What follows belongs to an exercise in optimizing a design on an open flow for small area; a production flow would make more cautious choices. Function was checked by simulation only, so behaviour that the tests miss may differ from the original. The flow treats the clock pin as an ideal source, which a real chip does not have. No activity file was given, so power comes from the tool's default toggle rates.

==> flow/design.v (excerpt) <==
module rtc_system
(
    input clk,
    input rst_n,
    input [3:0] key_in,
    output rtc_sclk,
    input rtc_sio_i,
    output rtc_sio_o,
    output rtc_sio_oe,
    output rtc_rst,
    output [7:0] smg_data,
    output [5:0] scan_sig,
    output config_sig
);
clock: 20.0 ns
lec_check: 0
abc_area: 1
cap_margin: 20
core_margin: 2
core_utilization: 65
slew_margin: 20
standard.sh (not shown) runs the stock make flow with config.mk's settings and CLKGATE_MAP_FILE= SYNTH_SCRIPT=/design/flow/synth_recipe.tcl, a recipe that flattens the netlist after the stock synthesis.
==> flow/flow/run.sh <==
#!/bin/bash
# Standard ORFS flow, except that synthesis maps the logic with an
# area-oriented ABC script (flow/abc_area.script, picked by ABC_AREA=1)
# without first extracting half/full adders, ports get the smallest buffer,
# and the clock tree is built from clkbuf_4 without dummy loads, then each
# clock buffer whose flip-flops would see a slow clock edge becomes a
# clkbuf_8 (flow/clkfix.tcl).
# Registers are mapped exactly as the standard synthesis maps them.
set -euo pipefail
W=$(pwd)

rm -rf "$W/scripts_area"
cp -r "$FLOW_HOME/scripts" "$W/scripts_area"
cp "$W/flow/abc_area.script" "$W/scripts_area/abc_area.script"

SCRIPTS_DIR="$W/scripts_area" ADDER_MAP_FILE= bash "$W/standard.sh" synth > "$W/synth.log" 2>&1

export BUFFER_PORTS_ARGS="-buffer_cell sky130_fd_sc_hd__buf_1"
export CTS_ARGS="-sink_clustering_enable -repair_clock_nets -dont_use_dummy_load -buf_list sky130_fd_sc_hd__clkbuf_4"
bash "$W/standard.sh" cts > "$W/cts.log" 2>&1

export RES_DIR="$W/orfs/results/$FLOW_PLATFORM/rtc_system/base"
export CLK_SLEW_LIMIT=0.115
openroad -no_init -exit "$W/flow/clkfix.tcl" > "$W/clkfix.log" 2>&1

bash "$W/standard.sh" > "$W/layout.log" 2>&1
Other scripts of this flow, unchanged in this note and not shown: flow/flow/abc_area.script, flow/flow/clkfix.tcl
Then changed:
--- a/flow/design.v
+++ b/flow/design.v
@@ -68,21 +68,21 @@
         if (!rst_n)
             isConfig <= 1'b0;
         else if (key_out[3])
             isConfig <= ~isConfig;
     assign config_sig = isConfig;
     localparam [4:0] S_RH0 = 5'd0, S_RM0 = 5'd1, S_RS0 = 5'd2, S_WU0 = 5'd3,
                      S_WH  = 5'd4, S_WM  = 5'd5, S_WS  = 5'd6, S_WP  = 5'd7,
                      S_RH  = 5'd8, S_RM  = 5'd9, S_RS  = 5'd10, S_JDG = 5'd11,
                      S_WST = 5'd14, S_WU1 = 5'd15,
-                     S_EDT = 5'd16, S_IN1 = 5'd17, S_IN2 = 5'd18, S_IN3 = 5'd19,
-                     S_EDI = 5'd20, S_DEC = 5'd21, S_EDD = 5'd22,
-                     S_EDA = 5'd23, S_EDQ = 5'd24;
+                     S_IN1 = 5'd16, S_IN2 = 5'd17, S_IN3 = 5'd18, S_DEC = 5'd19,
+                     S_EDT = 5'd24, S_EDA = 5'd25, S_EDI = 5'd26, S_EDD = 5'd27,
+                     S_EDQ = 5'd28;
     reg [4:0] i;
     reg [1:0] go;            
     reg [7:0] hour, minute, second;
     wire cmd_done;
     wire [7:0] sh_q;         
     wire cmd_state = ~i[4] & (i[3:0] != 4'd11) & (i[3:2] != 2'b11 | i[1]);
     wire is_rd = ~i[4] & ~i[2] & (i[1:0] != 2'd3);
     wire is_wr = cmd_state & ~is_rd;
     wire [7:0] comp = (go == 2'd0) ? 8'h23 : 8'h59;
@@ -152,20 +152,20 @@
     wire fs;                 
     reg [4:0] cnt;
     wire c24 = (cnt == 5'd24);
     always @(posedge clk)
         if (c24 | ~fs)
             cnt <= 5'd0;
         else
             cnt <= cnt + 1'b1;
     localparam [1:0] P_A = 2'd0, P_D = 2'd1, P_R = 2'd2, P_X = 2'd3;
-    localparam [3:0] X_S0 = 4'd0, X_S1 = 4'd1, X_GA = 4'd2, X_GD = 4'd3,
-                     X_T = 4'd4, X_E1 = 4'd5, X_E2 = 4'd6, X_E3 = 4'd7,
+    localparam [3:0] X_S0 = 4'd0, X_S1 = 4'd1, X_GA = 4'd5, X_GD = 4'd3,
+                     X_T = 4'd4, X_E1 = 4'd2, X_E2 = 4'd6, X_E3 = 4'd7,
                      X_ID = 4'd8, X_R0 = 4'd9, X_D1 = 4'd10, X_D2 = 4'd11;
     reg [1:0] ph;
     reg [3:0] hb;
     reg isOut, rSIO, sclk, ce;
     reg [7:0] sh;
     assign sh_q = sh;
     wire in_bits = (ph != P_X);
     wire last_hb = (hb == 4'd15);
     assign fs = in_bits | ~hb[3];
- clock-buffer cell count is unchanged
- via count falls by 0.72%
- power falls by 0.47%
- worst setup slack got worse by 510 ps
- design area is about the same
- area after synthesis hardly moves

static timing again, ports no longer ideal:
The flow's constraints put no driver on any port. The routed layouts listed below were extracted and timed again, unchanged, in two steps.
Step 1: set_driving_cell puts a clkbuf_16 on clk and a buf_2 on each other input, an assumption about the parent block.
Step 2 also shifts input and output timing later by t, the mid clock arrival at the registers, as if the neighbouring blocks saw the same clock.
a / b / c = ideal / step 1 / step 2; a / b = the first two.
run	t, ns	setup WS [ns]	hold WS [ns]	worst setup path at the end	latest minus earliest clock arrival (ns)
the first run	0.465	13.777 / 13.745 / 14.210	0.360 / 0.360 / 0.360	register to output	0.039 / 0.040
the second run	0.465	13.266 / 13.229 / 13.694	0.348 / 0.348 / 0.348	register to output	0.042 / 0.042
After both steps every run listed still meets setup and hold.
